What follows belongs to an exercise in optimizing a design on an open flow for small area; a production flow would make more cautious choices.
In this exercise RTL edits were held to simulation tests only and were not proved equivalent to the original.
No run shown here takes its clock network from TritonCTS; it comes from the design's own scripts or RTL.
The clock port is modelled as an ideal driver, which makes a skipped or thinned clock tree look cheaper than it is; a real chip needs a root buffer or a tree.
No activity file was given, so power comes from the tool's default toggle rates.

$ cat flow/flow/manual_cts.tcl
# Clock tree built by hand, sourced as PRE_CTS_TCL in place of TritonCTS
# (whose H-tree for this design has 17 buffers plus dummy loads).
# Two levels: the clock port drives CLK_ROOTS root buffers (CLK_ROOT_BUF), each
# root drives some of the CLK_LEAVES leaf buffers (CLK_LEAF_BUF), and each leaf
# drives a group of clock sinks. Groups come from k-means on the placed sink
# positions, and each buffer is placed at the centre of what it drives. Every
# sink is two buffers from the port, so the tree is balanced.
set n_leaves $::env(CLK_LEAVES)
set n_roots $::env(CLK_ROOTS)

set block [ord::get_db_block]
set db [ord::get_db]
set clk_net [$block findNet clock]

# k-means on items {obj x y}; returns k groups (lists of items)
proc kmeans { items k } {
  # initial centres: items spread along x then y order
  set sorted [lsort -real -index 1 $items]
  set len [llength $sorted]
  set centres {}
  for { set i 0 } { $i < $k } { incr i } {
    set it [lindex $sorted [expr { ((2 * $i + 1) * $len) / (2 * $k) }]]
    lappend centres [list [lindex $it 1] [lindex $it 2]]
  }
  set groups {}
  for { set iter 0 } { $iter < 50 } { incr iter } {
    set new_groups {}
    foreach c $centres { lappend new_groups {} }
    foreach s $items {
      set best 0
      set best_d -1
      set i 0
      foreach c $centres {
        set d [expr { abs([lindex $s 1] - [lindex $c 0]) + abs([lindex $s 2] - [lindex $c 1]) }]
        if { $best_d < 0 || $d < $best_d } {
          set best $i
          set best_d $d
        }
        incr i
      }
      lset new_groups $best [concat [lindex $new_groups $best] [list $s]]
    }
    set groups {}
    set centres {}
    foreach g $new_groups {
      if { [llength $g] == 0 } { continue }
      lappend groups $g
      set sx 0.0
      set sy 0.0
      foreach s $g {
        set sx [expr { $sx + [lindex $s 1] }]
        set sy [expr { $sy + [lindex $s 2] }]
      }
      lappend centres [list [expr { $sx / [llength $g] }] [expr { $sy / [llength $g] }]]
    }
  }
  return $groups
}

# make a buffer driving the items' iterms, placed at their centre; returns {inst x y}
proc drive_group { name master_name g } {
  set block [ord::get_db_block]
  set master [[ord::get_db] findMaster $master_name]
  set sx 0.0
  set sy 0.0
  foreach s $g {
    set sx [expr { $sx + [lindex $s 1] }]
    set sy [expr { $sy + [lindex $s 2] }]
  }
  set cx [expr { int($sx / [llength $g]) }]
  set cy [expr { int($sy / [llength $g]) }]
  set buf [odb::dbInst_create $block $master $name]
  set net [odb::dbNet_create $block "${name}_net"]
  $net setSigType CLOCK
  $buf setLocation $cx $cy
  $buf setPlacementStatus PLACED
  foreach s $g {
    set it [lindex $s 0]
    $it disconnect
    $it connect $net
  }
  [$buf findITerm X] connect $net
  puts "manual_cts: $name ($master_name) at ($cx, $cy) drives [llength $g]"
  return [list [$buf findITerm A] $cx $cy]
}

set sinks {}
foreach it [$clk_net getITerms] {
  set loc [[$it getInst] getLocation]
  lappend sinks [list $it [lindex $loc 0] [lindex $loc 1]]
}
puts "manual_cts: [llength $sinks] clock sinks"

set leaves {}
set i 0
foreach g [kmeans $sinks $n_leaves] {
  lappend leaves [drive_group "clkbuf_leaf_$i" $::env(CLK_LEAF_BUF) $g]
  incr i
}
set i 0
foreach g [kmeans $leaves $n_roots] {
  set root [drive_group "clkbuf_root_$i" $::env(CLK_ROOT_BUF) $g]
  [lindex $root 0] connect $clk_net
  incr i
}

# TritonCTS is not run; the clock is propagated from here on.
proc clock_tree_synthesis { args } {
  puts "manual_cts: clock_tree_synthesis skipped"
  set_propagated_clock [all_clocks]
}
$ cat flow/flow/run.sh
#!/bin/bash
# Layout flow: the standard flow (standard.sh) with these changes.
#  - Synthesis is the standard flow's (synth_recipe.tcl and ORFS's synth.tcl), except that
#    ABC maps the logic with flow/area.abc (area-oriented mapping, &nf -a)
#    instead of ORFS's abc_speed.script; registers are unchanged.
#  - Synthesis also leaves out the half-adder cells: Yosys's extract_fa pass
#    otherwise turns every 2-input AND that shares inputs with an XOR into a
#    half adder, which ABC cannot map into smaller gates.
#  - Ports are buffered with buf_1 instead of the clkdlybuf4s50_1 that
#    buffer_ports picks by itself (same function, 3.8 um2 instead of 10 um2).
#  - The clock tree is built by flow/manual_cts.tcl (run as PRE_CTS_TCL) in
#    place of TritonCTS: 11 clkbuf_8 leaf buffers, each driving a k-means
#    cluster of flip-flops, fed by 3 clkbuf_4 root buffers on the clock port.
#    Every flip-flop is two buffers from the port. TritonCTS's H-tree for this
#    design uses 17 clkbuf_8 buffers.
# Each tool's full output goes to a log file in this folder (flow_make.log,
# and ORFS's own logs under orfs/logs).
set -euo pipefail
WORK=$(pwd)

sed "/source \$::env(SCRIPTS_DIR)\/synth_preamble.tcl/a set abc_args [lreplace \$abc_args 1 1 $WORK/flow/area.abc]" \
    "$FLOW_HOME/scripts/synth.tcl" > "$WORK/synth_area.tcl"
sed "s|source \$::env(SCRIPTS_DIR)/synth.tcl|source $WORK/synth_area.tcl|" synth_recipe.tcl > "$WORK/synth_bench_area.tcl"
grep -q "flow/area.abc" "$WORK/synth_area.tcl"
grep -q "synth_area.tcl" "$WORK/synth_bench_area.tcl"

DONT_USE="sky130_fd_sc_hd__probe_p_8 sky130_fd_sc_hd__probec_p_8 sky130_fd_sc_hd__lpflow_bleeder_1 sky130_fd_sc_hd__lpflow_clkbufkapwr_1 sky130_fd_sc_hd__lpflow_clkbufkapwr_16 sky130_fd_sc_hd__lpflow_clkbufkapwr_2 sky130_fd_sc_hd__lpflow_clkbufkapwr_4 sky130_fd_sc_hd__lpflow_clkbufkapwr_8 sky130_fd_sc_hd__lpflow_clkinvkapwr_1 sky130_fd_sc_hd__lpflow_clkinvkapwr_16 sky130_fd_sc_hd__lpflow_clkinvkapwr_2 sky130_fd_sc_hd__lpflow_clkinvkapwr_4 sky130_fd_sc_hd__lpflow_clkinvkapwr_8 sky130_fd_sc_hd__lpflow_decapkapwr_12 sky130_fd_sc_hd__lpflow_decapkapwr_3 sky130_fd_sc_hd__lpflow_decapkapwr_4 sky130_fd_sc_hd__lpflow_decapkapwr_6 sky130_fd_sc_hd__lpflow_decapkapwr_8 sky130_fd_sc_hd__lpflow_inputiso0n_1 sky130_fd_sc_hd__lpflow_inputiso0p_1 sky130_fd_sc_hd__lpflow_inputiso1n_1 sky130_fd_sc_hd__lpflow_inputiso1p_1 sky130_fd_sc_hd__lpflow_inputisolatch_1 sky130_fd_sc_hd__lpflow_isobufsrc_1 sky130_fd_sc_hd__lpflow_isobufsrc_16 sky130_fd_sc_hd__lpflow_isobufsrc_2 sky130_fd_sc_hd__lpflow_isobufsrc_4 sky130_fd_sc_hd__lpflow_isobufsrc_8 sky130_fd_sc_hd__lpflow_isobufsrckapwr_16 sky130_fd_sc_hd__lpflow_lsbuf_lh_hl_isowell_tap_1 sky130_fd_sc_hd__lpflow_lsbuf_lh_hl_isowell_tap_2 sky130_fd_sc_hd__lpflow_lsbuf_lh_hl_isowell_tap_4 sky130_fd_sc_hd__lpflow_lsbuf_lh_isowell_4 sky130_fd_sc_hd__lpflow_lsbuf_lh_isowell_tap_1 sky130_fd_sc_hd__lpflow_lsbuf_lh_isowell_tap_2 sky130_fd_sc_hd__lpflow_lsbuf_lh_isowell_tap_4 sky130_fd_sc_hd__ha_1 sky130_fd_sc_hd__ha_2 sky130_fd_sc_hd__ha_4"
PORT_BUF="-inputs -outputs -buffer_cell sky130_fd_sc_hd__buf_1"
CTS="-sink_clustering_enable -repair_clock_nets -buf_list sky130_fd_sc_hd__clkbuf_8 -dont_use_dummy_load"

export CLK_LEAVES=11 CLK_ROOTS=3
export CLK_LEAF_BUF=sky130_fd_sc_hd__clkbuf_8 CLK_ROOT_BUF=sky130_fd_sc_hd__clkbuf_4
bash standard.sh "SYNTH_SCRIPT=$WORK/synth_bench_area.tcl" "DONT_USE_CELLS=$DONT_USE" \
    "CTS_ARGS=$CTS" "PRE_CTS_TCL=$WORK/flow/manual_cts.tcl" \
    "BUFFER_PORTS_ARGS=$PORT_BUF" finish > flow_make.log 2>&1
$ cat flow/flow/area.abc
&get -n
&st
&dc2
&dch -f
&nf -a -R 1000
&put
topo
stime -c
$ cat flow/constraint.sdc
create_clock -name core_clock -period 6.0 [get_ports {clock}]
set_input_delay 1.2000 -clock core_clock [delete_from_list [all_inputs] [get_ports {clock}]]
set_output_delay 1.2000 -clock core_clock [all_outputs]
set_load 0.01 [all_outputs]
$ cat flow/design.v
module KF76489_Attenuation (
    input   logic   [3:0]   attenuation,
    input   logic           digital_in,
    output  logic   [5:0]   analog_out
);
    logic   [5:0]   level;
    always_comb begin
        case (attenuation)
            4'd0 : level = 6'd20;
            4'd1 : level = 6'd5;
            4'd2 : level = 6'd40;
            4'd3 : level = 6'd13;
            4'd4 : level = 6'd63;
            4'd5 : level = 6'd10;
            4'd6 : level = 6'd25;
            4'd7 : level = 6'd8;
            4'd8 : level = 6'd3;
            4'd9 : level = 6'd6;
            4'd10: level = 6'd32;
            4'd11: level = 6'd4;
            4'd12: level = 6'd50;
            4'd13: level = 6'd2;
            4'd14: level = 6'd16;
            4'd15: level = 6'd0;
        endcase
    end
    assign  analog_out = digital_in ? level : 6'd0;
endmodule
module KF76489_Attenuation_Encode (
    input   logic   [3:0]   attenuation,
    output  logic   [3:0]   code
);
    always_comb begin
        case (attenuation)
            4'd0 : code = 4'd4;    
            4'd1 : code = 4'd5;    
            4'd2 : code = 4'd6;    
            4'd3 : code = 4'd11;    
            4'd4 : code = 4'd2;    
            4'd5 : code = 4'd9;    
            4'd6 : code = 4'd14;    
            4'd7 : code = 4'd13;    
            4'd8 : code = 4'd12;    
            4'd9 : code = 4'd7;    
            4'd10: code = 4'd0;    
            4'd11: code = 4'd8;    
            4'd12: code = 4'd10;    
            4'd13: code = 4'd1;    
            4'd14: code = 4'd3;    
            4'd15: code = 4'd15;    
        endcase
    end
endmodule
module KF76489_Bus_Control_Logic (
    input   logic           clock,
    input   logic           reset,
    input   logic           CE_N,
    input   logic           WE_N,
    input   logic   [7:0]   D_IN,
    output  logic   [7:0]   internal_data_bus,
    output  logic           write_tone1_frequency_h,
    output  logic           write_tone1_frequency_l,
    output  logic           write_tone1_attenuation,
    output  logic           write_tone2_frequency_h,
    output  logic           write_tone2_frequency_l,
    output  logic           write_tone2_attenuation,
    output  logic           write_tone3_frequency_h,
    output  logic           write_tone3_frequency_l,
    output  logic           write_tone3_attenuation,
    output  logic           write_noise_control,
    output  logic           write_noise_attenuation
);
    logic           prev_write_enable_n;
    logic           write_flag;
    logic   [3:0]   stable_address;
    logic   [1:0]   latched_tone;
    always_ff @(posedge clock, posedge reset) begin
        if (reset)
            prev_write_enable_n <= 1'b1;
        else
            prev_write_enable_n <= CE_N | WE_N;
    end
    assign write_flag = ~prev_write_enable_n & WE_N;
    always_ff @(posedge clock)
        internal_data_bus   <= D_IN;
    assign  stable_address = internal_data_bus[3:0];
    always_ff @(posedge clock, posedge reset) begin
        if (reset)
            latched_tone <= 2'b00;
        else if (write_flag)
            latched_tone <= (stable_address[0] & ~stable_address[3]) ? ~stable_address[2:1] : 2'b00;
    end
    wire    latch_write = write_flag &  stable_address[0];
    wire    data_write  = write_flag & ~stable_address[0];
    assign  write_tone1_frequency_h = latch_write & (stable_address[3:1] == 3'b000);
    assign  write_tone1_frequency_l = data_write  & (latched_tone == 2'b11);
    assign  write_tone1_attenuation = latch_write & (stable_address[3:1] == 3'b100);
    assign  write_tone2_frequency_h = latch_write & (stable_address[3:1] == 3'b010);
    assign  write_tone2_frequency_l = data_write  & (latched_tone == 2'b01);
    assign  write_tone2_attenuation = latch_write & (stable_address[3:1] == 3'b110);
    assign  write_tone3_frequency_h = latch_write & (stable_address[3:1] == 3'b001);
    assign  write_tone3_frequency_l = data_write  & (latched_tone == 2'b10);
    assign  write_tone3_attenuation = latch_write & (stable_address[3:1] == 3'b101);
    assign  write_noise_control     = latch_write & (stable_address[3:1] == 3'b011);
    assign  write_noise_attenuation = latch_write & (stable_address[3:1] == 3'b111);
endmodule
module KF76489_Tone_Generator (
    input   logic           clock,
    input   logic           clock_enable,
    input   logic           reset,
    input   logic   [7:0]   internal_data_bus,
    input   logic   [3:0]   attenuation_code,
    input   logic           write_frequency_h,
    input   logic           write_frequency_l,
    input   logic           write_attenuation,
    output  logic           cycle_out,
    output  logic   [5:0]   analog_out
);
    logic   [9:0]   frequency_inv;       
    logic   [3:0]   attenuation;
    always_ff @(posedge clock, posedge reset) begin
        if (reset)
            frequency_inv           <= 10'h000;
        else if (write_frequency_h)
            frequency_inv[3:0]      <= {internal_data_bus[4], internal_data_bus[5],
                                        internal_data_bus[6], internal_data_bus[7]};
        else if (write_frequency_l)
            frequency_inv[9:4]      <= {internal_data_bus[2], internal_data_bus[3],
                                        internal_data_bus[4], internal_data_bus[5],
                                        internal_data_bus[6], internal_data_bus[7]};
    end
    always_ff @(posedge clock, posedge reset) begin
        if (reset)
            attenuation     <= 4'hF;
        else if (write_attenuation)
            attenuation     <= attenuation_code;
    end
    logic   [9:0]   count;
    logic   [9:0]   borrow;
    wire            expired = ~|count[9:1];
    wire            reload  = clock_enable & expired;
    assign  borrow[0] = clock_enable;
    always_comb
        for (int i = 0; i < 9; i++)
            borrow[i + 1] = borrow[i] & ~count[i];
    always_ff @(posedge clock, posedge reset) begin
        if (reset)
            count           <= 10'h2;
        else
            count           <= reload ? frequency_inv : count ^ borrow;
    end
    logic           digital_out;
    always_ff @(posedge clock, posedge reset) begin
        if (reset)
            digital_out     <= 1'b0;
        else
            digital_out     <= digital_out ^ reload;
    end
    always_ff @(posedge clock)
        cycle_out           <= reload;
    KF76489_Attenuation u_Attenuation (
        .attenuation        (attenuation),
        .digital_in         (digital_out),
        .analog_out         (analog_out)
    );
endmodule
module KF76489_Noise_Generator (
    input   logic           clock,
    input   logic           clock_enable,
    input   logic           reset,
    input   logic   [7:0]   internal_data_bus,
    input   logic   [3:0]   attenuation_code,
    input   logic           write_noise_control,
    input   logic           write_noise_attenuation,
    input   logic           ext_noise_gen,
    output  logic   [5:0]   analog_out
);
    logic           feedback;
    logic   [1:0]   shift_rate;
    logic   [3:0]   attenuation;
    always_ff @(posedge clock, posedge reset) begin
        if (reset) begin
            feedback            <= 1'b0;
            shift_rate          <= 2'b00;
        end
        else if (write_noise_control) begin
            feedback            <= internal_data_bus[5];
            shift_rate          <= internal_data_bus[7:6];
        end
    end
    always_ff @(posedge clock, posedge reset) begin
        if (reset)
            attenuation         <= 4'hF;
        else if (write_noise_attenuation)
            attenuation         <= attenuation_code;
    end
    logic   [3:0]   divider_count;
    logic   [3:1]   tap;
    always_ff @(posedge clock, posedge reset) begin
        if (reset)
            divider_count       <= 4'h0;
        else if (clock_enable)
            divider_count       <= divider_count + 4'h1;
    end
    wire    tap0_en = &divider_count & clock_enable;
    wire    tap1_en = tap0_en & ~tap[1];
    wire    tap2_en = tap1_en & ~tap[2];
    wire    tap3_en = tap2_en & ~tap[3];
    always_ff @(posedge clock, posedge reset) begin
        if (reset)
            tap                 <= 3'b000;
        else
            tap                 <= tap ^ {tap2_en, tap1_en, tap0_en};
    end
    logic   shift;
    always_comb begin
        case (shift_rate)
            2'b00:   shift  = tap1_en;
            2'b10:   shift  = tap2_en;
            2'b01:   shift  = tap3_en;
            default: shift  = ext_noise_gen;
        endcase
    end
    logic   [14:0]  shift_register;
    always_ff @(posedge clock, posedge reset) begin
        if (reset)
            shift_register      <= 15'b100000000000000;
        else if (write_noise_control)
            shift_register      <= 15'b100000000000000;
        else if (shift)
            shift_register      <= {(feedback & shift_register[4]) ^ shift_register[0], shift_register[14:1]};
    end
    wire    noise = shift_register[0];
    KF76489_Attenuation u_Attenuation (
        .attenuation        (attenuation),
        .digital_in         (noise),
        .analog_out         (analog_out)
    );
endmodule
module KF76489 (
    input   logic           clock,
    input   logic           clock_enable,
    input   logic           reset,
    input   logic           CE_N,
    input   logic           WE_N,
    input   logic   [7:0]   D_IN,
    output  logic           READY,
    output  logic   [7:0]   AOUT
);
    logic   [3:0]   clock_divider_count;
    logic           divided_clock_en;
    logic   [7:0]   internal_data_bus;
    logic           write_tone1_frequency_h;
    logic           write_tone1_frequency_l;
    logic           write_tone1_attenuation;
    logic           write_tone2_frequency_h;
    logic           write_tone2_frequency_l;
    logic           write_tone2_attenuation;
    logic           write_tone3_frequency_h;
    logic           write_tone3_frequency_l;
    logic           write_tone3_attenuation;
    logic           write_noise_control;
    logic           write_noise_attenuation;
    logic           ext_noise_gen;
    logic   [5:0]   tone1_aout;
    logic   [5:0]   tone2_aout;
    logic   [5:0]   tone3_aout;
    logic   [5:0]   noise_aout;
    logic   [3:0]   attenuation_code;
    KF76489_Bus_Control_Logic u_Bus_Control_Logic (
        .clock                      (clock),
        .reset                      (reset),
        .CE_N                       (CE_N),
        .WE_N                       (WE_N),
        .D_IN                       (D_IN),
        .internal_data_bus          (internal_data_bus),
        .write_tone1_frequency_h    (write_tone1_frequency_h),
        .write_tone1_frequency_l    (write_tone1_frequency_l),
        .write_tone1_attenuation    (write_tone1_attenuation),
        .write_tone2_frequency_h    (write_tone2_frequency_h),
        .write_tone2_frequency_l    (write_tone2_frequency_l),
        .write_tone2_attenuation    (write_tone2_attenuation),
        .write_tone3_frequency_h    (write_tone3_frequency_h),
        .write_tone3_frequency_l    (write_tone3_frequency_l),
        .write_tone3_attenuation    (write_tone3_attenuation),
        .write_noise_control        (write_noise_control),
        .write_noise_attenuation    (write_noise_attenuation)
    );
    KF76489_Attenuation_Encode u_Attenuation_Encode (
        .attenuation                (internal_data_bus[7:4]),
        .code                       (attenuation_code)
    );
    always_ff @(posedge clock, posedge reset) begin
        if (reset) begin
            clock_divider_count <= 4'h0;
            divided_clock_en    <= 1'b0;
        end
        else if (clock_enable) begin
            clock_divider_count <= clock_divider_count + 4'h1;
            divided_clock_en    <= (&clock_divider_count) ? 1'b1 : 1'b0;
        end
        else begin
            clock_divider_count <= clock_divider_count;
            divided_clock_en    <= 1'b0;
        end
    end
    KF76489_Tone_Generator u_Tone1 (
        .clock                      (clock),
        .clock_enable               (divided_clock_en),
        .reset                      (reset),
        .internal_data_bus          (internal_data_bus),
        .attenuation_code           (attenuation_code),
        .write_frequency_h          (write_tone1_frequency_h),
        .write_frequency_l          (write_tone1_frequency_l),
        .write_attenuation          (write_tone1_attenuation),
        .analog_out                 (tone1_aout)
    );
    KF76489_Tone_Generator u_Tone2 (
        .clock                      (clock),
        .clock_enable               (divided_clock_en),
        .reset                      (reset),
        .internal_data_bus          (internal_data_bus),
        .attenuation_code           (attenuation_code),
        .write_frequency_h          (write_tone2_frequency_h),
        .write_frequency_l          (write_tone2_frequency_l),
        .write_attenuation          (write_tone2_attenuation),
        .analog_out                 (tone2_aout)
    );
    KF76489_Tone_Generator u_Tone3 (
        .clock                      (clock),
        .clock_enable               (divided_clock_en),
        .reset                      (reset),
        .internal_data_bus          (internal_data_bus),
        .attenuation_code           (attenuation_code),
        .write_frequency_h          (write_tone3_frequency_h),
        .write_frequency_l          (write_tone3_frequency_l),
        .write_attenuation          (write_tone3_attenuation),
        .cycle_out                  (ext_noise_gen),
        .analog_out                 (tone3_aout)
    );
    KF76489_Noise_Generator u_Noise (
        .clock                      (clock),
        .clock_enable               (divided_clock_en),
        .reset                      (reset),
        .internal_data_bus          (internal_data_bus),
        .attenuation_code           (attenuation_code),
        .write_noise_control        (write_noise_control),
        .write_noise_attenuation    (write_noise_attenuation),
        .ext_noise_gen              (ext_noise_gen),
        .analog_out                 (noise_aout)
    );
    logic           prev_ce_n;
    logic           negedge_ce_n;
    logic   [4:0]   wait_count;
    always_ff @(posedge clock, posedge reset) begin
        if (reset)
            prev_ce_n   <= 1'b1;
        else
            prev_ce_n   <= CE_N;
    end
    assign  negedge_ce_n = prev_ce_n & ~CE_N;
    always_ff @(posedge clock) begin
        if (negedge_ce_n)
            wait_count  <= 5'b00000;
        else if (clock_enable & ~&wait_count)
            wait_count  <= wait_count + 5'd1;
        else
            wait_count  <= wait_count;
    end
    always_ff @(posedge clock, posedge reset) begin
        if (reset)
            READY       <= 1'b1;
        else if (CE_N & WE_N)
            READY       <= 1'b1;
        else if (negedge_ce_n)
            READY       <= 1'b0;
        else if (clock_enable & &wait_count[4:1])
            READY       <= 1'b1;
        else
            READY       <= READY;
    end
    logic   [5:0]   csa_s1;
    logic   [6:0]   csa_c1;
    logic   [5:0]   csa_s2;
    logic   [6:0]   csa_c2;
    logic   [6:0]   row_a;
    logic   [6:0]   row_b;
    logic   [7:0]   cpa_c;
    logic   [7:0]   mix;
    always_comb begin
        csa_c1[0] = 1'b0;
        csa_c2[0] = 1'b0;
        for (int i = 0; i < 6; i++) begin
            csa_s1[i]     = tone1_aout[i] ^ tone2_aout[i] ^ tone3_aout[i];
            csa_c1[i + 1] = (tone1_aout[i] & tone2_aout[i]) | (tone1_aout[i] & tone3_aout[i]) | (tone2_aout[i] & tone3_aout[i]);
            csa_s2[i]     = csa_s1[i] ^ noise_aout[i] ^ csa_c1[i];
            csa_c2[i + 1] = (csa_s1[i] & noise_aout[i]) | (csa_s1[i] & csa_c1[i]) | (noise_aout[i] & csa_c1[i]);
        end
        row_a    = {csa_c1[6], csa_s2};
        row_b    = {csa_c2[6:1], 1'b0};
        cpa_c[0] = 1'b0;
        for (int i = 0; i < 7; i++) begin
            mix[i]       = row_a[i] ^ row_b[i] ^ cpa_c[i];
            cpa_c[i + 1] = (row_a[i] & row_b[i]) | (row_a[i] & cpa_c[i]) | (row_b[i] & cpa_c[i]);
        end
        mix[7] = cpa_c[7];
    end
    always_ff @(posedge clock, posedge reset) begin
        if (reset)
            AOUT <= 8'h00;
        else
            AOUT <= mix;
    end
endmodule
$ cat flow/standard.sh
#!/bin/bash
# synth_recipe.tcl (not shown) runs the flow's synth.tcl, then flattens the netlist and writes it again
# the make line also repeats each setting of config.mk as NAME=value (left out here)
make -C /OpenROAD-flow-scripts/flow DESIGN_CONFIG=/design/flow/config.mk WORK_HOME=/design/flow/orfs CLKGATE_MAP_FILE= SYNTH_SCRIPT=/design/flow/synth_recipe.tcl "${@:-finish}"
$ cat flow/config.mk
export PLATFORM = sky130hd
export DESIGN_NAME = KF76489
export DESIGN_NICKNAME = KF76489
export VERILOG_FILES = /design/flow/design.v
export SDC_FILE = /design/flow/constraint.sdc
export NUM_CORES = 4
export LEC_CHECK = 0
export CAP_MARGIN = 20
export CORE_MARGIN = 2
export CORE_UTILIZATION = 40
export SLEW_MARGIN = 20
==> impl_metrics.csv, run 1 <==
group,metric,value,unit
timing,hold_violations,0,
placement,dp.cells,755,
die,pin_count,22,
placement,place.port_buffers,21,
timing,timing.hold.ws,0.4623,ns
clock_tree,path_clk_slew,0.11,ns
critical_path,path_common_cell,"fa_1",
critical_path,cp_slowest_cell,"dfstp_2",
yosys,ys_types,37,
global_route,grt_usage,0.1392,
global_route,gr-total-overflow,0,
timing,finalSetupViolCount,0,
critical_path,cpPeakStageDelay,0.60,ns
global_route,grt_pass1_wl,18990,um
timing,period_share,0.6545,
routing,final_antenna_net_count,0,
finish,antennaDiodeCount,0,
timing,setup_tns,0,ns
yosys,ys_warn_count,6,
yosys,synth-edff-count,0,
routing,totalWireLength,11180,um
yosys,syn-num-nets,574,
routing,first_pass_iters,4,
finish,area_growth_syn_to_layout,8.191,%
finish,layout-drive-gt1-share,0.06713,
yosys,synth-seq-cells,140,
job,cap_violations,0,
timing,worst_slew_pin_slew,1.045,ns
routing,vias,3974,
yosys,syn_area_per_cell,11.16,um2
power,p_per_area,346.1,nW/um2
critical_path,worst-path-max-fanout,8,
timing,skew,0.1433,ns
global_route,grt_pass1_vias,3891,
die,rows,45,
clock_tree,cts_setup_buffers,0,
die,dieWidth,127.3,um
critical_path,endpoint_kind,"flop",
critical_path,cp.arrival,4.07,ns
run_status,status,"no timing/DRC/antenna violations",
routing,wl_per_cell,14.54,um
yosys,yosysSeqAreaShare,0.5662,
global_route,antenna_found_initial,0,
timing,rsz0062_at_grt,"no",
hold_path,min-delay-path-class,"flop to flop",
timing,timing.fmax,0.2546,GHz
power,peakVddDrop,169.9,uV
timing,period_minus_slack,3.927,ns
routing,drt_iter0_markers,261,
clock_tree,clock_latency,0.41,ns
placement,routabilityCongestion,0.7811,
die,start_util,0.4044,
timing,max_slew_margin,0.3033,
yosys,ys.flop_type,"dfrtp_1",
die,die-area,16200,um2
finish,stdcell_count,769,
die,core,15030,um2
global_route,grt_max_degree,76,
routing,drc,0,
clock_tree,cts_resized,0,
timing,drv_slew,0,
routing,avgViaCountPerCell,5.168,
critical_path,path_cells,"nor2b_1 > o21a_1 > fa_1 > clkinv_1 > fa_1 > fa_1 > fa_1 > clkinv_1 > fa_1 > fa_1 > fa_1",
critical_path,crit_required,6.14,ns
clock_tree,postCtsHoldBufs,0,
die,die_h,127.3,um
power,leakagePower,2.932,nW
critical_path,cp-start-kind,"flop",
yosys,syn_area,6080,um2
yosys,synthArstFlopShare,0.8714,
yosys,synthCells,545,
finish,fin_nets,612,
placement,dp_hpwl,7733,um
critical_path,critical_path_class,"flop to flop",
-- synth_stat cells (14+ instances only) --
master	number	area (um2)
o21ai_0	34	170.2
nand2_1	54	202.7
clkinv_1	20	75.07
a21oi_1	34	170.2
dfstp_2	23	604.3
fa_1	16	320.3
nor3_1	14	70.07
mux2_1	48	540.5
a31oi_1	16	100.1
dfxtp_1	18	360.4
dfrtp_1	99	2477
nor2_1	67	251.5
-- power by group --
part           switching (W)  leakage (nW)  internal (W)  total, W
Clock               0.000274        0.0929      0.000188  0.000461
Sequential          0.000173          1.68       0.00118   0.00135
Combinational       0.000242          1.16      0.000225  0.000467
Total               0.000689          2.93       0.00159   0.00228
-- flip-flops by register name, indices dropped and copies added, names as in the netlist, 5 cells and up --
name                                   flops
AOUT                                       8
u_Bus_Control_Logic.internal_data_bus      8
u_Noise.shift_register                    15
u_Tone1.count                             10
u_Tone1.frequency_inv                     10
u_Tone2.count                             10
u_Tone2.frequency_inv                     10
u_Tone3.count                             10
u_Tone3.frequency_inv                     10
wait_count                                 5
-- final timing paths --
check | start | to | slack, ns | cells after the start
worst min-delay path | u_Tone3.frequency_inv[2] | u_Tone3.count[2] | 0.46 | 2
worst max register to register | u_Tone2.attenuation[2] | AOUT[6] | 2.07 | 11
max in group asynchronous | reset | u_Tone1.frequency_inv[8] | 3.86 | 3
min in group asynchronous | reset | u_Noise.divider_count[3] | 0.96 | 2
worst max-delay path | u_Tone2.attenuation[2] | AOUT[6] | 2.07 | 11
worst min register to register | u_Tone3.frequency_inv[2] | u_Tone3.count[2] | 0.46 | 2
-- cells in the final DEF (no fill, tap or decap), drive strengths merged, types with 3 or more instances in the layout --
| master | n |
|---|---|
| o21a | 6 |
| clkbuf | 14 |
| nand2 | 54 |
| o21ai | 34 |
| or3 | 9 |
| nor2b | 12 |
| and3 | 4 |
| nor2 | 67 |
| a21o | 4 |
| nor3 | 14 |
| a21oi | 34 |
| dfstp | 23 |
| a211oi | 3 |
| dfrtp | 99 |
| clkinv | 19 |
| a31oi | 16 |
| xor2 | 11 |
| buf | 22 |
| fa | 16 |
| dfxtp | 18 |
| nand2b | 3 |
| nand3 | 8 |
| nor3b | 4 |
| or2 | 10 |
| xnor2 | 9 |
| nor4 | 3 |
| mux2 | 48 |
-- layer usage --
metal	part of all wire	global-route usage	vias up
met4	0.016	0.02069	0
met3	0.035	0.01801	14
met2	0.49	0.2422	59
met5	0	0	-
met1	0.46	0.1914	1946
li1	-	-	1955
-- area by class of cell --
type / count / area, um2
repair buffers: 22 / 86.33
multi-input cells: 385 / 2562
plain buffers: 14 / 173.9
well taps: 188 / 235.2
fillers: 1429 / 8456
flip-flops and latches: 140 / 3442
inverters: 20 / 77.57
-- critical path: cells and delay by family (launching register included) --
| family | cells | cell delay, ns |
|---|---|---|
| DFF | 1 | 0.60 |
| buffers and inverters | 2 | 0.15 |
| and+or+nand+nor | 1 | 0.07 |
| adders and majority gates | 7 | 2.62 |
| AOI/OAI and AO/OA | 1 | 0.20 |
-- metrics by stage --
step                power (W)    util  worst slack (ns)  area [um2]
floorplan            0.001703       -             2.345        6080
global placement     0.001815  0.4260             2.260        6404
detailed placement   0.001841  0.4260             2.228        6404
CTS                  0.002310  0.4375             2.057        6578
global route         0.002457  0.4375             1.868        6578
finish               0.002277  0.4375             2.073        6578
-- cell families (layout without fill, tap and decap cells) --
family | after synthesis | in the layout | synth area share
buffers and inverters | 20 | 56 | 0.01235
XOR/XNOR | 20 | 20 | 0.02881
AO/OA/AOI/OAI | 104 | 104 | 0.09899
flip-flops | 140 | 140 | 0.5662
AND/OR/NAND/NOR | 197 | 197 | 0.1521
multiplexers | 48 | 48 | 0.08891
adder cells (fa/ha/maj) | 16 | 16 | 0.05269
==> run 2, diff against run 1 <==
--- a/flow/config.mk
+++ b/flow/config.mk
@@ -7,5 +7,6 @@
 export LEC_CHECK = 0
 export CAP_MARGIN = 20
 export CORE_MARGIN = 2
-export CORE_UTILIZATION = 40
+export CORE_UTILIZATION = 65
+export PLACE_DENSITY = 0.75
 export SLEW_MARGIN = 20
==> run 2 against run 1 <==
Effect of this change:
- still clean
- synthesized area unchanged
- die area decreased by 37%
- cell area decreased by 1.4%
- clock power decreased by 2%
- sequential share of layout area increased by 0.72 points
- critical path type unchanged
==> impl_metrics.csv, run 2 <==
group,metric,value,unit
die,core,9153,um2
routing,wl_per_cell,15.72,um
finish,fin_area,6489,um2
die,die_h,100.7,um
run_status,status,"no timing/DRC/antenna violations",
routing,first_pass_iters,6,
finish,stdcell_count,693,
timing,finalSetupViolCount,0,
yosys,synth-seq-cells,140,
clock_tree,cts_resized,0,
die,start_util,0.6643,
clock_tree,cts_setup_buffers,0,
critical_path,crit_family,"adder cells",
placement,dp.cells,679,
critical_path,crit_required,6.21,ns
routing,drc,0,
critical_path,endpoint_kind,"flop",
power,peakVddDrop,259.7,uV
placement,place.port_buffers,21,
power,p_per_area,351.5,nW/um2
global_route,grt_usage,0.2221,
clock_tree,postCtsHoldBufs,0,
yosys,syn_area_per_cell,11.16,um2
timing,hold_violations,0,
finish,antennaDiodeCount,0,
yosys,ys_types,37,
yosys,ys.flop_type,"dfrtp_1",
yosys,yosysSeqAreaShare,0.5662,
finish,layout-drive-gt1-share,0.06873,
job,cap_violations,0,
finish,fin_nets,613,
critical_path,cp-start-kind,"flop",
routing,final_antenna_net_count,0,
yosys,synth-edff-count,0,
critical_path,cp_slowest_cell,"dfstp_2",
yosys,ys_warn_count,6,
global_route,gr-total-overflow,0,
clock_tree,clock_latency,0.35,ns
timing,worst_slew_pin_slew,1.055,ns
routing,drt_iter0_markers,208,
finish,final_cell_mix,"dfrtp_1 (99), nor2_1 (67), nand2_1 (54)",
die,pin_count,22,
hold_path,min-delay-path-class,"flop to flop",
timing,period_share,0.6441,
placement,place_area,6315,um2
routing,totalWireLength,10890,um
power,leakagePower,2.936,nW
routing,avgViaCountPerCell,5.782,
finish,largest_reg_flops,15,
die,rows,35,
global_route,grt_pass1_vias,4018,
timing,max_slew_margin,0.2916,
finish,final_common_cell,"dfrtp_1",
timing,drv_slew,0,
global_route,grt_pass1_wl,18500,um
yosys,synth.most_common_cell,"dfrtp_1",
critical_path,path_cells,"nor2b_1 > o21a_1 > fa_1 > clkinv_1 > fa_1 > fa_1 > fa_1 > clkinv_1 > fa_1 > fa_1 > fa_1",
yosys,netlist.area_leader.share,0.4075,
critical_path,critical_path_class,"flop to flop",
critical_path,cp.arrival,4.08,ns
yosys,syn-num-nets,574,
die,die-area,10140,um2
timing,setup_tns,0,ns
timing,timing.fmax,0.2588,GHz
global_route,grt_max_degree,67,
global_route,antenna_found_initial,1,
timing,skew,0.03948,ns
critical_path,cpPeakStageDelay,0.59,ns
finish,top_register,"u_Noise.shift_register",
finish,nFillCells,681,
critical_path,worst-path-max-fanout,8,
placement,dp_hpwl,7741,um
finish,area_growth_syn_to_layout,6.730,%
yosys,syn_area,6080,um2
yosys,synthArstFlopShare,0.8714,
placement,routabilityCongestion,0.8671,
yosys,yosys-top-cells-count,"dfrtp_1 (99), nor2_1 (67), nand2_1 (54), mux2_1 (48)",
routing,vias,4007,
yosys,yosysTopAreaCell,"dfrtp_1",
timing,rsz0062_at_grt,"no",
timing,period_minus_slack,3.864,ns
yosys,synthCells,545,
yosys,synth_area_leaders,"dfrtp_1 (41%), dfstp_2 (9.9%), mux2_1 (8.9%)",
clock_tree,path_clk_slew,0.09,ns
critical_path,path_buf_inv,2,
die,dieWidth,100.7,um
critical_path,path_common_cell,"fa_1",
[run 2: logic make-up (layout without fill, tap and decap cells)]
| group | count (synthesis) | in the layout | share of synthesized area |
|---|---|---|---|
| XOR/XNOR | 20 | 20 | 0.02881 |
| AO/OA/AOI/OAI | 104 | 104 | 0.09899 |
| AND/OR/NAND/NOR | 197 | 197 | 0.1521 |
| flip-flops | 140 | 140 | 0.5662 |
| buffers and inverters | 20 | 57 | 0.01235 |
| adder cells (fa/ha/maj) | 16 | 16 | 0.05269 |
| multiplexers | 48 | 48 | 0.08891 |
[run 2: stage by stage]
stage               total power, W  hold slack, ns  setup slack [ns]    util
floorplan                 0.001703          0.4392             2.345       -
CTS                       0.002300          0.4613             2.134  0.7090
global placement          0.001805          0.4507             2.261  0.6900
finish                    0.002281          0.4616             2.136  0.7090
detailed placement        0.001849          0.4644             2.144  0.6900
global route              0.002436          0.4943             1.969  0.7090
[run 2: layout make-up]
cell class / count / area (um2) / share of cell area
Inverter: 20 / 77.57 / 0.01196
Timing Repair Buffer: 23 / 93.84 / 0.01446
Multi-Input combinational cell: 385 / 2562 / 0.3949
Sequential cell: 140 / 3442 / 0.5305
Buffer: 14 / 173.9 / 0.02680
Tap cell: 111 / 138.9 / 0.02140
[run 2: worst paths after layout]
| kind | start | endpoint | slack, ns | depth (start not counted) |
|---|---|---|---|---|
| max in group asynchronous | reset | u_Bus_Control_Logic.latched_tone[0] | 3.77 | 3 |
| max reg2reg | u_Tone2.attenuation[2] | AOUT[6] | 2.14 | 11 |
| min reg2reg | u_Tone1.frequency_inv[0] | u_Tone1.count[0] | 0.46 | 2 |
| max | u_Tone2.attenuation[2] | AOUT[6] | 2.14 | 11 |
| min | u_Tone1.frequency_inv[0] | u_Tone1.count[0] | 0.46 | 2 |
| min in group asynchronous | reset | u_Noise.shift_register[7] | 0.97 | 2 |
[run 2: worst min-delay path, cell delays in order (launching register included)]
cell	delay, ns
dfrtp_1	0.35
nand2_1	0.05
o21ai_0	0.06
[run 2: power by group]
group,total [W],switching [W],internal (W)
Combinational,0.000475,0.000248,0.000227
Clock,0.000454,0.000265,0.000188
Sequential,0.00135,0.000176,0.00118
[run 2: per-layer routing]
layer / wire (um) / up-vias / global-route usage
met2: 5356 / 73 / 0.3892
met5: 11 / - / 0
met3: 351 / 24 / 0.02150
li1: - / 1957 / -
met4: 257 / 2 / 0.05374
met1: 4914 / 1951 / 0.3012
==> run 3, diff against run 2 <==
--- a/flow/flow/run.sh
+++ b/flow/flow/run.sh
@@ -9,7 +9,7 @@
 #  - Ports are buffered with buf_1 instead of the clkdlybuf4s50_1 that
 #    buffer_ports picks by itself (same function, 3.8 um2 instead of 10 um2).
 #  - The clock tree is built by flow/manual_cts.tcl (run as PRE_CTS_TCL) in
-#    place of TritonCTS: 11 clkbuf_8 leaf buffers, each driving a k-means
+#    place of TritonCTS: 9 clkbuf_8 leaf buffers, each driving a k-means
 #    cluster of flip-flops, fed by 3 clkbuf_4 root buffers on the clock port.
 #    Every flip-flop is two buffers from the port. TritonCTS's H-tree for this
 #    design uses 17 clkbuf_8 buffers.
@@ -28,7 +28,7 @@
 PORT_BUF="-inputs -outputs -buffer_cell sky130_fd_sc_hd__buf_1"
 CTS="-sink_clustering_enable -repair_clock_nets -buf_list sky130_fd_sc_hd__clkbuf_8 -dont_use_dummy_load"
 
-export CLK_LEAVES=11 CLK_ROOTS=3
+export CLK_LEAVES=9 CLK_ROOTS=3
 export CLK_LEAF_BUF=sky130_fd_sc_hd__clkbuf_8 CLK_ROOT_BUF=sky130_fd_sc_hd__clkbuf_4
 bash standard.sh "SYNTH_SCRIPT=$WORK/synth_bench_area.tcl" "DONT_USE_CELLS=$DONT_USE" \
     "CTS_ARGS=$CTS" "PRE_CTS_TCL=$WORK/flow/manual_cts.tcl" \
==> run 3 against run 2 <==
Effect of this change:
- combinational power barely moved
- register-to-register slack barely moved
- via count rose by 0.27%
- synthesized cell count did not move
- maximum frequency rose by 0.27%
- sequential power barely moved
- cell area fell by 0.39%
- critical endpoint unchanged
- largest power group unchanged
==> impl_metrics.csv, run 3 <==
group,metric,value,unit
global_route,gr-total-overflow,0,
yosys,syn-num-nets,574,
finish,final_core_util,0.7062,
timing,hold_violations,0,
die,rows,35,
hold_path,min-delay-path-class,"flop to flop",
global_route,grt_usage,0.2204,
routing,vias,4018,
yosys,synth-edff-count,0,
clock_tree,cts_setup_buffers,0,
timing,skew,0.09300,ns
die,dieWidth,100.7,um
timing,worst_slew_pin_slew,1.042,ns
yosys,synthArstFlopShare,0.8714,
finish,area_growth_syn_to_layout,6.318,%
job,cap_violations,0,
yosys,ys_warn_count,6,
yosys,yosys-top-cells-count,"dfrtp_1 (99), nor2_1 (67), nand2_1 (54), mux2_1 (48)",
critical_path,path_common_cell,"fa_1",
power,leakagePower,2.922,nW
yosys,synth_area_leaders,"dfrtp_1 (41%), dfstp_2 (9.9%), mux2_1 (8.9%)",
die,start_util,0.6643,
placement,routabilityCongestion,0.8671,
yosys,netlist.area_leader.share,0.4075,
critical_path,critical_path_class,"flop to flop",
finish,top_register,"u_Noise.shift_register",
timing,timing.fmax,0.2595,GHz
die,pin_count,22,
timing,period_minus_slack,3.854,ns
finish,final_cell_mix,"dfrtp_1 (99), nor2_1 (67), nand2_1 (54)",
timing,period_share,0.6424,
power,peakVddDrop,257.6,uV
die,core,9153,um2
yosys,yosysTopAreaCell,"dfrtp_1",
global_route,grt_pass1_vias,3977,
run_status,status,"no timing/DRC/antenna violations",
global_route,grt_pass1_wl,18380,um
yosys,syn_area_per_cell,11.16,um2
critical_path,crit_required,6.23,ns
clock_tree,clock_latency,0.38,ns
routing,drc,0,
routing,wl_per_cell,15.65,um
critical_path,path_buf_inv,2,
yosys,synth-seq-cells,140,
timing,setup_tns,0,ns
critical_path,cp-start-kind,"flop",
yosys,synthCells,545,
routing,avgViaCountPerCell,5.806,
critical_path,worst-path-max-fanout,8,
yosys,ys_types,37,
timing,drv_slew,0,
timing,rsz0062_at_grt,"no",
clock_tree,path_clk_slew,0.12,ns
power,p_per_area,347.0,nW/um2
placement,dp_hpwl,7741,um
yosys,synth.most_common_cell,"dfrtp_1",
critical_path,cp_slowest_cell,"dfstp_2",
finish,largest_reg_flops,15,
critical_path,endpoint_kind,"flop",
finish,layout-drive-gt1-share,0.06552,
clock_tree,postCtsHoldBufs,0,
global_route,antenna_found_initial,1,
critical_path,crit_family,"adder cells",
finish,final_common_cell,"dfrtp_1",
routing,drt_iter0_markers,179,
clock_tree,cts_resized,0,
finish,fin_nets,611,
routing,final_antenna_net_count,0,
yosys,ys.flop_type,"dfrtp_1",
yosys,syn_area,6080,um2
die,die_h,100.7,um
timing,finalSetupViolCount,0,
placement,place.port_buffers,21,
timing,max_slew_margin,0.3002,
yosys,yosysSeqAreaShare,0.5662,
critical_path,cp.arrival,4.08,ns
die,die-area,10140,um2
critical_path,cpPeakStageDelay,0.59,ns
routing,totalWireLength,10830,um
global_route,grt_max_degree,67,
critical_path,path_cells,"nor2b_1 > o21a_1 > fa_1 > clkinv_1 > fa_1 > fa_1 > fa_1 > clkinv_1 > fa_1 > fa_1 > fa_1",
routing,first_pass_iters,4,
-- run 3: cell counts after synthesis --
Identical to the previous run, type by type.
-- run 3: area by class of cell --
| type | count | area, um2 |
|---|---|---|
| sequential | 140 | 3442 |
| tap | 111 | 138.9 |
| fill | 681 | 2689 |
| antenna | 1 | 2.502 |
| multi-input combinational | 385 | 2562 |
| timing repair buffer | 23 | 93.84 |
| buffer | 12 | 146.4 |
| inverter | 20 | 77.57 |
-- run 3: logic make-up after synthesis --
group | Yosys count | share of synthesized area
AOI/OAI and AO/OA | 104 | 0.09899
xor gates and xnor gates | 20 | 0.02881
adders and majority gates | 16 | 0.05269
buffers and inverters | 20 | 0.01235
DFF | 140 | 0.5662
muxes | 48 | 0.08891
and+or+nand+nor | 197 | 0.1521
-- run 3: per-layer routing --
metal	track usage	wire length, um	vias up
li1	-	-	1955
met1	0.2979	4862	1967
met2	0.3897	5317	71
met3	0.01872	360	25
met4	0.05269	290	0
met5	0	0	-
-- run 3: worst reg2reg max path: stages, from the launching register on --
cell      delay, ns
dfstp_2        0.59
nor2b_1        0.07
o21a_1         0.20
fa_1           0.51
clkinv_1       0.08
fa_1           0.58
fa_1           0.19
fa_1           0.18
clkinv_1       0.08
fa_1           0.41
fa_1           0.41
fa_1           0.43
-- run 3: path summary, 6_finish.rpt --
| check | slack (ns) | start | depth (start not counted) | to |
|---|---|---|---|---|
| setup / recovery | 2.15 | u_Tone2.attenuation[2] | 11 | AOUT[6] |
| hold / removal | 0.46 | u_Tone3.frequency_inv[0] | 2 | u_Tone3.count[0] |
| setup reg to reg | 2.15 | u_Tone2.attenuation[2] | 11 | AOUT[6] |
| hold reg to reg | 0.46 | u_Tone3.frequency_inv[0] | 2 | u_Tone3.count[0] |
| max in group asynchronous | 3.76 | reset | 3 | u_Tone3.digital_out |
| min in group asynchronous | 0.93 | reset | 2 | u_Tone3.frequency_inv[7] |
-- run 3: report_power, final --
group,switching (W),internal [W],leakage [nW]
Sequential,0.000177,0.00117,1.68
Combinational,0.000248,0.000227,1.16
Clock,0.000256,0.000159,0.0785
Total,0.000682,0.00156,2.92
-- run 3: per-stage QoR --
| step | total power (W) | setup WS (ns) | cell area (um2) | cells | hold WS (ns) |
|---|---|---|---|---|---|
| 3_5_place_dp | 0.001849 | 2.144 | 6315 | 679 | 0.4644 |
| 4_1_cts | 0.002263 | 2.140 | 6461 | 691 | 0.4595 |
| 6_report | 0.002243 | 2.146 | 6464 | 692 | 0.4554 |
| 3_3_place_gp | 0.001805 | 2.261 | 6315 | 679 | 0.4507 |
| 5_1_grt | 0.002399 | 2.026 | 6464 | 692 | 0.4974 |
| 2_1_floorplan | 0.001703 | 2.345 | 6080 | 545 | 0.4392 |
==> run 4, diff against run 3 <==
--- a/flow/flow/run.sh
+++ b/flow/flow/run.sh
@@ -9,7 +9,7 @@
 #  - Ports are buffered with buf_1 instead of the clkdlybuf4s50_1 that
 #    buffer_ports picks by itself (same function, 3.8 um2 instead of 10 um2).
 #  - The clock tree is built by flow/manual_cts.tcl (run as PRE_CTS_TCL) in
-#    place of TritonCTS: 9 clkbuf_8 leaf buffers, each driving a k-means
+#    place of TritonCTS: 10 clkbuf_8 leaf buffers, each driving a k-means
 #    cluster of flip-flops, fed by 3 clkbuf_4 root buffers on the clock port.
 #    Every flip-flop is two buffers from the port. TritonCTS's H-tree for this
 #    design uses 17 clkbuf_8 buffers.
@@ -28,7 +28,7 @@
 PORT_BUF="-inputs -outputs -buffer_cell sky130_fd_sc_hd__buf_1"
 CTS="-sink_clustering_enable -repair_clock_nets -buf_list sky130_fd_sc_hd__clkbuf_8 -dont_use_dummy_load"
 
-export CLK_LEAVES=9 CLK_ROOTS=3
+export CLK_LEAVES=10 CLK_ROOTS=3
 export CLK_LEAF_BUF=sky130_fd_sc_hd__clkbuf_8 CLK_ROOT_BUF=sky130_fd_sc_hd__clkbuf_4
 bash standard.sh "SYNTH_SCRIPT=$WORK/synth_bench_area.tcl" "DONT_USE_CELLS=$DONT_USE" \
     "CTS_ARGS=$CTS" "PRE_CTS_TCL=$WORK/flow/manual_cts.tcl" \
--- a/flow/config.mk
+++ b/flow/config.mk
@@ -7,6 +7,5 @@
 export LEC_CHECK = 0
 export CAP_MARGIN = 20
 export CORE_MARGIN = 2
-export CORE_UTILIZATION = 65
-export PLACE_DENSITY = 0.75
+export CORE_UTILIZATION = 40
 export SLEW_MARGIN = 20
==> run 4 against run 3 <==
Effect of this change:
- die area rose by 60%
- total power increased by 0.91%
- hold slack better by 0.0084 ns
- routed wire length increased by 2.8%
- combinational power fell by 2%
==> impl_metrics.csv, run 4 <==
group,metric,value,unit
timing,hold_violations,0,
clock_tree,path_clk_slew,0.09,ns
run_status,status,"no timing/DRC/antenna violations",
critical_path,worst-path-max-fanout,9,
critical_path,cp-start-kind,"flop",
die,rows,45,
finish,layout-drive-gt1-share,0.06552,
critical_path,critical_path_class,"flop to flop",
yosys,synthArstFlopShare,0.8714,
yosys,syn_area,6080,um2
die,dieWidth,127.3,um
yosys,netlist.area_leader.share,0.4075,
power,p_sw,0.0006892,W
global_route,grt_pass1_wl,18910,um
routing,first_pass_iters,4,
placement,place_area,6404,um2
timing,drv_slew,0,
yosys,synth-compound-area-share,0.09899,
die,pin_count,22,
clock_tree,clock_latency,0.37,ns
timing,max_slew_margin,0.3038,
finish,largest_reg_flops,15,
routing,wl_per_cell,14.50,um
global_route,grt_max_degree,76,
critical_path,critical_path.startpoint,"u_Tone1.attenuation[2]",
job,cap_violations,0,
critical_path,cpPeakStageDelay,0.61,ns
timing,period_minus_slack,3.771,ns
finish,final_cell_mix,"dfrtp_1 (99), nor2_1 (67), nand2_1 (54)",
yosys,syn-num-nets,574,
yosys,yosys-top-cells-count,"dfrtp_1 (99), nor2_1 (67), nand2_1 (54), mux2_1 (48)",
placement,dp.cells,755,
die,die-area,16200,um2
yosys,synthCells,545,
critical_path,path_common_cell,"fa_1",
yosys,ys_warn_count,6,
placement,place.port_buffers,21,
finish,area_growth_syn_to_layout,7.965,%
timing,setup_tns,0,ns
yosys,synth_top_family_by_area,"simple AND/OR/NAND/NOR gates",
timing,timing.fmax,0.2652,GHz
clock_tree,cts_setup_buffers,0,
yosys,yosysSeqAreaShare,0.5662,
power,leakagePower,2.925,nW
timing,finalSetupViolCount,0,
finish,fin_area,6564,um2
critical_path,timing.rr.start,"u_Tone1.attenuation[2]",
yosys,ys.flop_type,"dfrtp_1",
yosys,synth-seq-cells,140,
power,netSwitchingFraction,0.3045,
global_route,gr-total-overflow,0,
routing,totalWireLength,11140,um
placement,routabilityCongestion,0.7811,
global_route,antenna_found_initial,1,
global_route,grt_usage,0.1385,
finish,fin_nets,611,
hold_path,min-delay-path-class,"flop to flop",
critical_path,timing.rr.end,"AOUT[6]",
yosys,synth_area_leaders,"dfrtp_1 (41%), dfstp_2 (9.9%), mux2_1 (8.9%)",
yosys,synth-simple-area-share,0.1521,
routing,final_antenna_net_count,0,
critical_path,rr_worst_depth,11,
yosys,syn_area_per_cell,11.16,um2
yosys,synth_fa_ha_area_frac,0.05269,
critical_path,crit_required,6.22,ns
finish,final_common_cell,"dfrtp_1",
die,die_h,127.3,um
finish,top_register,"u_Noise.shift_register",
power,clock_power_share,0.198,
critical_path,cp.arrival,3.99,ns
routing,drt_iter0_markers,221,
critical_path,cp_slowest_cell,"dfstp_2",
clock_tree,postCtsHoldBufs,0,
yosys,synth.most_common_cell,"dfrtp_1",
routing,avgViaCountPerCell,5.171,
finish,antennaDiodeCount,0,
global_route,grt_pass1_vias,3882,
critical_path,crit_end,"AOUT[6]",
timing,period_share,0.6285,
yosys,synth-edff-count,0,
yosys,ys_types,37,
yosys,synth.area.mux_share,0.08891,
power,p_per_area,344.8,nW/um2
power,combPwrFrac,0.206,
critical_path,ff2ff_setup_slack,2.23,ns
finish,stdcell_count,768,
critical_path,path_cells,"nand3b_1 > nand2_1 > fa_1 > clkinv_1 > fa_1 > fa_1 > fa_1 > clkinv_1 > fa_1 > fa_1 > fa_1",
die,core,15030,um2
yosys,yosysTopAreaCell,"dfrtp_1",
power,p_seq_frac,0.596,
power,peakVddDrop,160.2,uV
timing,timing.hold.ws,0.4638,ns
die,start_util,0.4044,
placement,dp_hpwl,7733,um
power,cellInternalPower,0.001574,W
clock_tree,cts_resized,0,
critical_path,endpoint_kind,"flop",
routing,drc,0,
timing,rsz0062_at_grt,"no",
routing,vias,3971,
yosys,synth_xor_xnor_area_share,0.02881,
timing,worst_slew_pin_slew,1.044,ns
timing,skew,0.06132,ns
-- run 4: changes by cell type in the layout (fill, tap and decap cells not counted), sizes merged --
cell    before  now
buf         23   22
clkbuf      12   13
diode        1    0
-- run 4: how the worst min path moves through the flow --
stage | startpoint | slack [ns] | to | cells after the start
6_report | u_Tone1.frequency_inv[9] | 0.46 | u_Tone1.count[9] | 1
5_1_grt | u_Tone1.frequency_inv[9] | 0.49 | u_Tone1.count[9] | 1
4_1_cts | u_Tone1.frequency_inv[9] | 0.46 | u_Tone1.count[9] | 1
3_5_place_dp | u_Noise.tap[2] | 0.46 | u_Noise.tap[2] | 1
3_3_place_gp | u_Noise.tap[1] | 0.45 | u_Noise.tap[1] | 2
2_1_floorplan | u_Noise.tap[1] | 0.44 | u_Noise.tap[1] | 2
-- run 4: cell families after synthesis --
logic type	Yosys count
adders and majority gates	16
DFF	140
xor gates and xnor gates	20
AOI/OAI and AO/OA	104
muxes	48
and+or+nand+nor	197
buffers and inverters	20
-- run 4: power by group through the flow --
stage	combinational, W	clock [W]	sequential [W]
after global routing	0.000546	0.000506	0.00138
after detailed placement	0.000476	0	0.00136
after floorplan	0.000379	0	0.00132
after CTS	0.000478	0.000464	0.00135
after global placement	0.000461	0	0.00135
final	0.000467	0.000448	0.00135
-- run 4: routing by layer --
layer,vias to the layer above,routed length (um),share of wire,global-route usage
met1,1945,5211,0.47,0.1941
li1,1949,-,-,-
met4,2,227,0.020,0.02456
met3,15,317,0.028,0.01173
met5,-,13,0.0012,0
met2,60,5364,0.48,0.2394
-- run 4: cell type report --
class	count	area [um2]
plain buffers	13	160.2
fillers	1427	8469
inverters	20	77.57
multi-input cells	385	2562
flip-flops and latches	140	3442
well taps	188	235.2
repair buffers	22	86.33
-- run 4: worst max-delay path: cells and delay by family, from the launching register on --
kind / cells / cell delay [ns]
flip-flops: 1 / 0.61
AND/OR/NAND/NOR: 2 / 0.20
buffers and inverters: 2 / 0.15
adder cells (fa/ha/maj): 7 / 2.66
-- run 4: stage by stage --
stage | total power (W) | utilization | setup WS, ns
after floorplan | 0.001703 | - | 2.345
after global placement | 0.001815 | 0.4260 | 2.260
after detailed placement | 0.001841 | 0.4260 | 2.228
after CTS | 0.002291 | 0.4366 | 2.206
after global routing | 0.002436 | 0.4366 | 2.042
final | 0.002263 | 0.4366 | 2.229
==> run 5, diff against run 4 <==
--- a/flow/design.v
+++ b/flow/design.v
@@ -4,52 +4,24 @@
     output  logic   [5:0]   analog_out
 );
     logic   [5:0]   level;
-    always_comb begin
-        case (attenuation)
-            4'd0 : level = 6'd20;
-            4'd1 : level = 6'd5;
-            4'd2 : level = 6'd40;
-            4'd3 : level = 6'd13;
-            4'd4 : level = 6'd63;
-            4'd5 : level = 6'd10;
-            4'd6 : level = 6'd25;
-            4'd7 : level = 6'd8;
-            4'd8 : level = 6'd3;
-            4'd9 : level = 6'd6;
-            4'd10: level = 6'd32;
-            4'd11: level = 6'd4;
-            4'd12: level = 6'd50;
-            4'd13: level = 6'd2;
-            4'd14: level = 6'd16;
-            4'd15: level = 6'd0;
-        endcase
-    end
+    wire    [15:0]  value = 16'd1 << attenuation;
+    assign  level[0] = |(value & 16'h015A);
+    assign  level[1] = |(value & 16'h3330);
+    assign  level[2] = |(value & 16'h0A1B);
+    assign  level[3] = |(value & 16'h00FC);
+    assign  level[4] = |(value & 16'h5051);
+    assign  level[5] = |(value & 16'h1414);
     assign  analog_out = digital_in ? level : 6'd0;
 endmodule
 module KF76489_Attenuation_Encode (
     input   logic   [3:0]   attenuation,
     output  logic   [3:0]   code
 );
-    always_comb begin
-        case (attenuation)
-            4'd0 : code = 4'd4;    
-            4'd1 : code = 4'd5;    
-            4'd2 : code = 4'd6;    
-            4'd3 : code = 4'd11;    
-            4'd4 : code = 4'd2;    
-            4'd5 : code = 4'd9;    
-            4'd6 : code = 4'd14;    
-            4'd7 : code = 4'd13;    
-            4'd8 : code = 4'd12;    
-            4'd9 : code = 4'd7;    
-            4'd10: code = 4'd0;    
-            4'd11: code = 4'd8;    
-            4'd12: code = 4'd10;    
-            4'd13: code = 4'd1;    
-            4'd14: code = 4'd3;    
-            4'd15: code = 4'd15;    
-        endcase
-    end
+    wire    [15:0]  value = 16'd1 << attenuation;
+    assign  code[0] = |(value & 16'hE2AA);
+    assign  code[1] = |(value & 16'hD25C);
+    assign  code[2] = |(value & 16'h83C7);
+    assign  code[3] = |(value & 16'h99E8);
 endmodule
 module KF76489_Bus_Control_Logic (
     input   logic           clock,
==> run 5 against run 4 <==
Effect of this change:
- still clean on timing, DRC and antenna
- sequential power fell by 3%
- clock power down 4%
- utilization up 0.77 points
- total power fell by 2.9%
- highest routed layer is now met4
==> impl_metrics.csv, run 5 <==
group,metric,value,unit
yosys,synthCells,556,
run_status,status,"no timing/DRC/antenna violations",
global_route,grt_max_degree,68,
yosys,ys.flop_type,"dfrtp_1",
critical_path,rr_worst_depth,11,
critical_path,ff2ff_setup_slack,1.80,ns
clock_tree,cts_resized,0,
finish,final_cell_mix,"dfrtp_1 (99), nor2_1 (68), nand2_1 (68)",
finish,stdcell_count,778,
clock_tree,cts_setup_buffers,0,
finish,largest_reg_flops,15,
routing,avgViaCountPerCell,5.145,
yosys,synthArstFlopShare,0.8971,
yosys,syn_area_per_cell,10.71,um2
hold_path,hold_path_depth,1,
routing,first_pass_iters,4,
yosys,yosys-top-cells-count,"dfrtp_1 (99), nand2_1 (68), nor2_1 (68), o21ai_0 (58), a21oi_1 (36)",
global_route,gr-total-overflow,0,
critical_path,worst-path-max-fanout,7,
timing,hold_violations,0,
power,p_per_area,340.5,nW/um2
timing,period_minus_slack,4.202,ns
placement,routabilityCongestion,0.8471,
critical_path,endpoint_kind,"flop",
timing,max_slew_margin,0.3733,
routing,vias,4003,
routing,drt_iter0_markers,192,
hold_path,min-delay-path-class,"flop to flop",
placement,dp.cells,764,
finish,final_common_cell,"dfrtp_1",
power,leakagePower,2.787,nW
die,start_util,0.4097,
global_route,grt_usage,0.1414,
finish,layout-drive-gt1-share,0.06914,
yosys,syn-num-nets,585,
timing,timing.fmax,0.2380,GHz
routing,final_antenna_net_count,0,
timing,period_share,0.7004,
yosys,synth_area_leaders,"dfrtp_1 (42%), dfstp_2 (10%), fa_1 (5.4%)",
die,dieWidth,126.0,um
timing,rsz0062_at_grt,"no",
hold_path,hp-start,"u_Noise.tap[2]",
finish,top_register,"u_Noise.shift_register",
finish,area_growth_syn_to_layout,8.447,%
yosys,ys_warn_count,4,
finish,nFillCells,1391,
critical_path,timing.rr.end,"AOUT[6]",
clock_tree,postCtsHoldBufs,0,
critical_path,timing.rr.start,"u_Tone3.attenuation[2]",
yosys,syn_area,5954,um2
critical_path,cp-start-kind,"flop",
critical_path,critical_path.startpoint,"u_Tone3.attenuation[2]",
timing,finalSetupViolCount,0,
timing,drv_slew,0,
yosys,synth-edff-count,0,
die,core,14530,um2
global_route,grt_pass1_vias,4010,
job,cap_violations,0,
finish,fin_nets,624,
timing,worst_slew_pin_slew,0.9329,ns
power,peakVddDrop,252.8,uV
routing,drc,0,
routing,wl_per_cell,14.24,um
clock_tree,clock_latency,0.40,ns
critical_path,critical_path_class,"flop to flop",
timing,setup_tns,0,ns
critical_path,cp.arrival,4.41,ns
critical_path,crit_required,6.21,ns
clock_tree,path_clk_slew,0.08,ns
yosys,netlist.area_leader.share,0.4161,
placement,place.port_buffers,21,
global_route,grt_pass1_wl,19220,um
yosys,yosysTopAreaCell,"dfrtp_1",
yosys,ys_types,39,
die,die-area,15880,um2
die,die_h,126.0,um
routing,totalWireLength,11080,um
die,rows,44,
timing,skew,0.1414,ns
yosys,synth-seq-cells,136,
global_route,antenna_found_initial,1,
hold_path,min_to,"u_Noise.tap[2]",
die,pin_count,22,
yosys,synth.most_common_cell,"dfrtp_1",
yosys,yosysSeqAreaShare,0.5646,
placement,dp_hpwl,7794,um
run 5: metal layers:
layer  GRT usage  up-vias  wire, um
li1            -     2005         -
met1      0.2034     1917      5352
met2      0.2347       59      5103
met3     0.01232       22       365
met4     0.03232        0       257
met5           0        -         0
run 5: layout make-up:
type	instances	area (um2)	area share
Timing Repair Buffer	24	101.3	0.01569
Multi-Input combinational cell	404	2539	0.3931
Buffer	13	160.2	0.02480
Sequential cell	136	3362	0.5206
Tap cell	184	230.2	0.03565
Antenna cell	1	2.502	0.0003875
Inverter	16	62.56	0.009688
run 5: kinds of logic (layout without fill, tap and decap cells):
logic type,Yosys count,count (layout),synth area share
buffers and inverters,16,53,0.01009
other,0,1,0
multiplexers,28,28,0.05274
adder cells (fa/ha/maj),16,16,0.05379
AO/OA/AOI/OAI,131,131,0.1257
XOR/XNOR,25,25,0.03677
AND/OR/NAND/NOR,204,204,0.1563
flip-flops,136,136,0.5646
run 5: stage by stage:
stage                     area [um2]  total power (W)  hold WS (ns)  utilization  setup slack [ns]
after global routing            6457         0.002360        0.5068       0.4443             1.645
after CTS                       6455         0.002231        0.4833       0.4441             1.809
after floorplan                 5954         0.001656        0.4420            -             1.897
after global placement          6295         0.001760        0.4590       0.4331             1.779
final                           6457         0.002198        0.4816       0.4443             1.798
after detailed placement        6295         0.001790        0.4686       0.4331             1.757
run 5: worst max-delay path by stage:
| stage | to | slack [ns] | cells past startpoint |
|---|---|---|---|
| 2_1_floorplan | u_Noise.shift_register[0] | 1.90 | 6 |
| 3_3_place_gp | AOUT[6] | 1.78 | 11 |
| 3_5_place_dp | AOUT[6] | 1.76 | 11 |
| 4_1_cts | AOUT[6] | 1.81 | 11 |
| 5_1_grt | AOUT[6] | 1.64 | 11 |
| 6_report | AOUT[6] | 1.80 | 11 |
run 5: worst max-delay path: stages (launching register included):
cell and delay [ns]:
dfstp_2 0.58, nor2_1 0.08, nor3b_1 0.25, fa_1 0.49, fa_1 0.59, nand2_1 0.07, fa_1 0.38, fa_1 0.39
fa_1 0.39, fa_1 0.37, clkinv_1 0.07, fa_1 0.40
run 5: power breakdown:
group / leakage (nW) / total (W) / switching (W) / internal, W
Combinational: 1.04 / 0.000452 / 0.000236 / 0.000217
Sequential: 1.67 / 0.00131 / 0.000178 / 0.00114
Clock: 0.0857 / 0.000432 / 0.000259 / 0.000173

## port drivers added, routing unchanged
How much do the figures lean on ideal ports? The routed layouts below were timed once more, with nothing changed but the port constraints.
Step 1, drivers: a clkbuf_16 drives clock and a buf_2 each remaining input, both assumed.
Step 2 adds t to the input delays and takes it off the output delays; t is the mean of the earliest and latest rising clock arrival at the registers after step 1. Input paths then give back, and output paths get back, about the clock's delay inside the block.
a / b / c = ideal ports / drivers / drivers and shift; a / b = the first two.
run | shift t [ns] | slack for setup (ns) | clock arrival spread, ns
run 1 | 0.396 | 2.073 / 2.073 / 2.073 | 0.144 / 0.143
run 2 | 0.378 | 2.136 / 2.136 / 2.136 | 0.040 / 0.041
run 3 | 0.385 | 2.146 / 2.146 / 2.146 | 0.095 / 0.094
run 4 | 0.392 | 2.229 / 2.229 / 2.229 | 0.062 / 0.062
run 5 | 0.387 | 1.798 / 1.798 / 1.798 | 0.142 / 0.142
After both steps every run listed still meets setup and hold.
